Context: an optimization exercise on an open-source flow, tuned for a short achievable clock period and few clock cycles. The choices shown serve that exercise and are no tape-out recipe. The RTL was checked by simulation tests, not by an equivalence proof against the original design. No activity file was given, so power comes from the tool's default toggle rates.

### flow/config.mk
export PLATFORM = sky130hd
export DESIGN_NAME = SingleCycle_MIPS
export DESIGN_NICKNAME = SingleCycle_MIPS
export VERILOG_FILES = /design/flow/design.v
export SDC_FILE = /design/flow/constraint.sdc
export NUM_CORES = 4
export LEC_CHECK = 0
export CAP_MARGIN = 20
export CORE_MARGIN = 2
export CORE_UTILIZATION = 35
export PLACE_DENSITY = 0.55
export SETUP_SLACK_MARGIN = 0.5
export SLEW_MARGIN = 20
### flow/constraint.sdc
create_clock -name core_clock -period 10.0 [get_ports {clk}]
set_input_delay 2.0000 -clock core_clock [delete_from_list [all_inputs] [get_ports {clk}]]
set_output_delay 2.0000 -clock core_clock [all_outputs]
set_load 0.01 [all_outputs]
### flow/design.v
module SingleCycle_MIPS(
    clk,
    rst_n,
    IR_addr,
    IR,
    RF_writedata,
    ReadDataMem,
    CEN,
    WEN,
    A,
    ReadData2,
    OEN,
    RF_wen,
    RF_waddr
);
    input         clk, rst_n;
    input  [31:0] IR;
    output [31:0] IR_addr, RF_writedata;
    input  [31:0] ReadDataMem;
    output        CEN;
    output        WEN;
    output  [6:0] A;
    output [31:0] ReadData2;
    output        OEN;
    output        RF_wen;
    output  [4:0] RF_waddr;
    reg  [31:0] pcF;
    reg         vD;
    reg  [31:0] irD, pcD;
    reg         vE, wenE, ldE, stE, brE, ptE;
    reg   [4:0] waE;
    reg  [31:0] aE, bE, sdE, altE;
    reg         fA, fB, fS;
    reg         opAdd, opSub, opAnd, opOr, opSlt;
    reg         wenM, ldM, cenM, wenMemM;
    reg   [4:0] waM;
    reg  [31:0] resM, sdM;
    reg         wenW;
    reg   [4:0] waW;
    reg  [31:0] wdW;
    reg  [31:0] rf [1:31];
    wire [5:0] op = irD[31:26];
    wire [5:0] fn = irD[5:0];
    wire [4:0] rs = irD[25:21];
    wire [4:0] rt = irD[20:16];
    wire [4:0] rd = irD[15:11];
    wire isR   = (op == 6'h00);
    wire isJR  = isR && (fn == 6'h08);
    wire isJ   = (op == 6'h02);
    wire isJAL = (op == 6'h03);
    wire isBEQ = (op == 6'h04);
    wire isLW  = (op == 6'h23);
    wire isSW  = (op == 6'h2b);
    wire useRs = !(isJ || isJAL);
    wire useRt = isR || isBEQ || isSW;
    wire [4:0] waD = isJAL ? 5'd31 : (isR ? rd : rt);
    wire wrD   = !(isSW || isBEQ || isJ || isJR) && (waD != 5'd0);
    wire rsEqRt = (rs == rt);
    wire brTaken = isBEQ && (rsEqRt || irD[15]);    
    wire [31:0] sext = {{16{irD[15]}}, irD[15:0]};
    wire [31:0] pc4D = pcD + 32'd4;
    wire [31:0] btgt = pc4D + {sext[29:0], 2'b00};
    wire [31:0] jtgt = {pc4D[31:28], irD[25:0], 2'b00};
    function [31:0] rdreg;
        input [4:0] r;
        begin
            if (r == 5'd0) rdreg = 32'd0;
            else if (wenM && waM == r) rdreg = ldM ? ReadDataMem : resM;
            else if (wenW && waW == r) rdreg = wdW;
            else rdreg = rf[r];
        end
    endfunction
    wire [31:0] rsV = rdreg(rs);
    wire [31:0] rtV = rdreg(rt);
    wire eHitRs = vE && wenE && (waE == rs);
    wire eHitRt = vE && wenE && (waE == rt);
    wire ldUse  = vE && ldE && wenE && ((useRs && waE == rs) || (useRt && waE == rt));
    wire jrHaz  = isJR && (eHitRs || (wenM && ldM && waM == rs));
    wire stall  = vD && (ldUse || jrHaz);
    wire redirE = vE && brE && (eq != ptE);
    wire redirD = vD && !stall && (isJ || isJAL || brTaken || isJR);
    wire [31:0] tgtD = isJR ? rsV : (isBEQ ? btgt : jtgt);
    wire goD = vD && !stall && !redirE;    
    wire [31:0] xa = fA ? resM : aE;
    wire [31:0] xb = fB ? resM : bE;
    wire [31:0] xs = fS ? resM : sdE;
    wire eq = (xa == xb);
    wire [31:0] sum  = xa + xb;
    wire [31:0] diff = xa - xb;
    wire ltu = (xa < xb);
    wire [31:0] res = ({32{opAdd}} & sum) | ({32{opSub}} & diff) |
                      ({32{opAnd}} & (xa & xb)) | ({32{opOr}} & (xa | xb)) |
                      {31'd0, opSlt & ltu};
    integer i;
    always @(posedge clk or negedge rst_n) begin
        if (!rst_n) begin
            pcF <= 32'd0;
            vD <= 1'b0; irD <= 32'd0; pcD <= 32'd0;
            vE <= 1'b0; wenE <= 1'b0; ldE <= 1'b0; stE <= 1'b0; brE <= 1'b0; ptE <= 1'b0;
            waE <= 5'd0; aE <= 32'd0; bE <= 32'd0; sdE <= 32'd0; altE <= 32'd0;
            fA <= 1'b0; fB <= 1'b0; fS <= 1'b0;
            opAdd <= 1'b0; opSub <= 1'b0; opAnd <= 1'b0; opOr <= 1'b0; opSlt <= 1'b0;
            wenM <= 1'b0; ldM <= 1'b0; cenM <= 1'b1; wenMemM <= 1'b1;
            waM <= 5'd0; resM <= 32'd0; sdM <= 32'd0;
            wenW <= 1'b0; waW <= 5'd0; wdW <= 32'd0;
        end else begin
            if (redirE) begin
                pcF <= altE;
                vD <= 1'b0;
            end else if (stall) begin
                pcF <= pcF;
            end else if (redirD) begin
                pcF <= tgtD;
                vD <= 1'b0;
            end else begin
                pcF <= pcF + 32'd4;
                vD <= 1'b1;
                irD <= IR;
                pcD <= pcF;
            end
            vE   <= goD && !(isJ || isJR || (isBEQ && rsEqRt));
            wenE <= goD && wrD;
            ldE  <= goD && isLW;
            stE  <= goD && isSW;
            brE  <= goD && isBEQ && !rsEqRt;
            ptE  <= irD[15];
            altE <= irD[15] ? pc4D : btgt;
            waE  <= waD;
            aE   <= isJAL ? pc4D : rsV;
            bE   <= (isR || isBEQ) ? rtV : (isJAL ? 32'd0 : sext);
            sdE  <= rtV;
            fA   <= eHitRs && !isJAL;
            fB   <= eHitRt && (isR || isBEQ);
            fS   <= eHitRt;
            opAdd <= !isR || (fn == 6'h20);
            opSub <= isR && (fn == 6'h22);
            opAnd <= isR && (fn == 6'h24);
            opOr  <= isR && (fn == 6'h25);
            opSlt <= isR && (fn == 6'h2a);
            wenM <= vE && wenE;
            ldM  <= vE && ldE;
            cenM <= !(vE && (ldE || stE));
            wenMemM <= !(vE && stE);
            waM  <= waE;
            resM <= res;
            sdM  <= xs;
            wenW <= wenM;
            waW  <= waM;
            wdW  <= ldM ? ReadDataMem : resM;
        end
    end
    genvar g;
    generate
        for (g = 1; g < 32; g = g + 1) begin : regs
            always @(posedge clk or negedge rst_n) begin
                if (!rst_n) rf[g] <= 32'd0;
                else if (wenW && waW == g) rf[g] <= wdW;
            end
        end
    endgenerate
    assign IR_addr      = pcF;
    assign A            = resM[8:2];
    assign ReadData2    = sdM;
    assign CEN          = cenM;
    assign WEN          = wenMemM;
    assign OEN          = 1'b0;
    assign RF_wen       = wenW;
    assign RF_waddr     = waW;
    assign RF_writedata = wdW;
endmodule
### flow/run.sh
#!/bin/bash
# synth_recipe.tcl (not shown) runs the flow's synth.tcl, then flattens the netlist and writes it again
# the make line also repeats each setting of config.mk as NAME=value (left out here)
make -C /OpenROAD-flow-scripts/flow DESIGN_CONFIG=/design/flow/config.mk WORK_HOME=/design/flow/orfs CLKGATE_MAP_FILE= SYNTH_SCRIPT=/design/flow/synth_recipe.tcl finish
==> metrics.yaml <==
status: "finished clean"
drive_above_1_share_pct: 25.95
final_common_cell: "dfrtp_1"
critical_path.most_common_cell: "buf_4"
slew_viol_final: 0
port_buffers: 176
via_count: 65305
synth-edff-count: 0
cpPeakStageDelay_ps: 1120
rows: 166
crit_required_ps: 10740
end_kind: "register"
p_leak_nw: 35.19
viasPerCell: 6.895
cts_sinks: 1347
routedWlPerCell_um: 38.93
power_density_nw_per_um2: 301.6
clock_path_buffers: 3
die_w_um: 459.0
slowest_stage: "and2_1"
postSynthCellCount: 6681
timing.setup.tns_ps: 0
peakVddDrop_mv: 0.2074
timing.clock.skew_ps: 62.59
finalWirelength_mm: 368.7
synth_largest_area_cell: "dfrtp_1"
grt_setup_unrepaired: "false"
io-pin-count: 178
dieArea_sq_um: 210600
htreeDepth: 4
drc: 0
arrival_ps: 6590
postCtsSetupBuffers: 0
tightest_slew_ps: 1335
max_freq_mhz: 170.9
drt-initial-drc-count: 12778
syn_avg_cell_area_sq_um: 10.84
grt_start_max_net_pins: 157
post_cts_resized: 0
critical_path_class: "reg -> reg"
clock_latency_ps: 870
areaGrowthSynthToFinish_pct: 14.50
start_kind: "register"
async_flop_share_pct: 100.0
hold_class: "reg -> reg"
final.period_utilization_pct: 58.52
worstPathCellList: "nor2b_4 > buf_4 > and2_1 > buf_4 > a22oi_1 > nand4_1 > nor4_1 > o21ai_0 > o211ai_1 > a21o_1 > o22ai_1"
yosys-top-cells-area: "dfrtp_1, mux2_2, a22oi_1"
coreArea_sq_um: 205200
synth_cell_type_count: 94
mostFrequentLayoutCells: "dfrtp_1, mux2_2, a22oi_1"
layout_min_cycle_time_ps: 5852
place_congestion: 0.9801
max-slew-margin-rel_pct: 11.01
yosysWarnings: 34
synth_ff_type: "dfrtp_1"
place_hpwl_mm: 222.7
syn_area_sq_um: 72440
drtPass1Iterations: 14
antenna_found_initial: 32
clk_pin_slew_ps: 60
grt_pass1_vias: 62101
grt_pass1_wl_mm: 505.2
cts_tree: "done"
synth_top_area_share_pct: 46.46
finalSetupViolCount: 0
grt_usage_pct: 33.93
die_y_um: 459.0
hold_buffers: 0
grt.overflow.total: 0
ant_nets: 0
ys_ff_latch: 1347
synth.net_count: 6884
crit_fanout: 44
nets: 6844
initial_utilization_pct: 35.30
hold_violations: 0
final_util_pct: 40.42
numCtsBuffers: 152
maxCapViolations: 0
ys_seq_area_share_pct: 46.53
cts_root_buffer: "clkbuf_16"
-- area by class of cell --
cell class	instances	area (sq um)
tap	2688	3363
clock inverter	57	763.2
multi-input combinational	4589	36360
clock buffer	223	4558
inverter	150	563.0
sequential	1347	33720
fill	19767	122300
timing repair buffer	401	3587
antenna	17	42.54
-- metal layers --
layer | share of wire, % | global-route usage [%] | up-vias
li1 | - | - | 25071
met1 | 37 | 42.48 | 32662
met2 | 40 | 47.37 | 5803
met3 | 15 | 14.49 | 1750
met4 | 8.2 | 21.99 | 19
met5 | 0.091 | 1.033 | -
-- sequential cells by signal, summed over array words and instances (netlist names), 5 cells and up --
name,cells
bE,32
waE,5
altE,32
aE,32
irD,32
waM,5
waW,5
sdM,32
wdW,32
pcD,32
sdE,32
pcF,32
rf,992
resM,32
-- worst max-delay path, delay by kind of cell (launching register included) --
family          cells  cell delay [ps]
compound gates      5             2100
buf+inv             2             1150
flops               1              600
simple gates        4             1850
-- stage by stage --
step	setup WS, ps	hold WS (ps)	cell area, sq um	cells	power, mW
global placement	4451	417.2	77480	9171	18.37
global route	4281	450.5	82910	9457	25.88
floorplan	5997	366.2	72440	6681	14.60
finish	4148	442.6	82950	9472	25.02
CTS	4436	435.5	82830	9452	24.57
detailed placement	4462	398.5	77500	9172	18.55
-- path summary, 6_finish.rpt --
check,endpoint,slack (ps),cells after the start,start
worst max-delay path,pcF[19],4150,11,irD[22]
worst min-delay path,altE[0],440,0,pcD[0]
worst max register to register,pcF[19],4150,11,irD[22]
worst min register to register,altE[0],440,0,pcD[0]
max in group asynchronous,wdW[14],6560,3,rst_n
min in group asynchronous,sdM[21],1120,1,rst_n
-- report_power, final --
part / total (mW) / internal [mW] / switching [mW]
clock network: 6.03 / 3.49 / 2.54
registers: 10.5 / 7.95 / 2.56
logic: 8.48 / 3.57 / 4.92
total: 25.0 / 15.0 / 10.0
-- cell usage after synthesis (47+ instances only) --
cell type  number
dfrtp_1      1345
nor3_1         80
buf_2          64
inv_1         148
clkbuf_1      413
nand3_1       205
xor2_1         48
nand4_1       157
a222oi_1       50
a21o_1         53
xnor2_1        65
a22oi_1       752
nand2_1       355
nor2_1        241
o21ai_0       163
and3_1        139
ha_1          134
buf_1          99
mux2_2       1123
nor2b_1        47
mux2i_1       112
a21oi_1       231
-- cell families after synthesis --
logic type / after synthesis / share of synthesized area (%)
AOI/OAI and AO/OA: 1661 / 16.47
xor gates and xnor gates: 113 / 1.366
adders and majority gates: 137 / 2.397
buffers and inverters: 745 / 4.079
DFF: 1347 / 46.53
muxes: 1235 / 19.00
other: 1 / 0.005176
and+or+nand+nor: 1442 / 10.15
Testbench counts, summed over its fixed seeds: cycles 163,242.

## port drivers added, routing unchanged
The flow's constraints put no driver on any port. The routed layout listed below was extracted and timed again, unchanged, in two steps.
Step 1 (the two cells are an assumption about what drives the block):
set clk [get_ports {clk}]
set_driving_cell -lib_cell sky130_fd_sc_hd__clkbuf_16 $clk
set_driving_cell -lib_cell sky130_fd_sc_hd__buf_2 [delete_from_list [all_inputs] $clk]
Step 2 also shifts input and output timing later by t, the mid clock arrival at the registers, as if the neighbouring blocks saw the same clock.
Slacks: ideal / step 1 / step 2; pairs: ideal / step 1.
t (ns): 0.921
slack for setup (ns): 4.148 / 4.148 / 4.148
worst hold slack (ns): 0.443 / 0.443 / 0.443
clock arrival spread, ns: 0.066 / 0.066
cell pins on the clock port's net: 1
After both steps this run still meets setup and hold. The setup slack of this run moves by 0.000 ns with the drivers and by 0.000 ns with both steps.
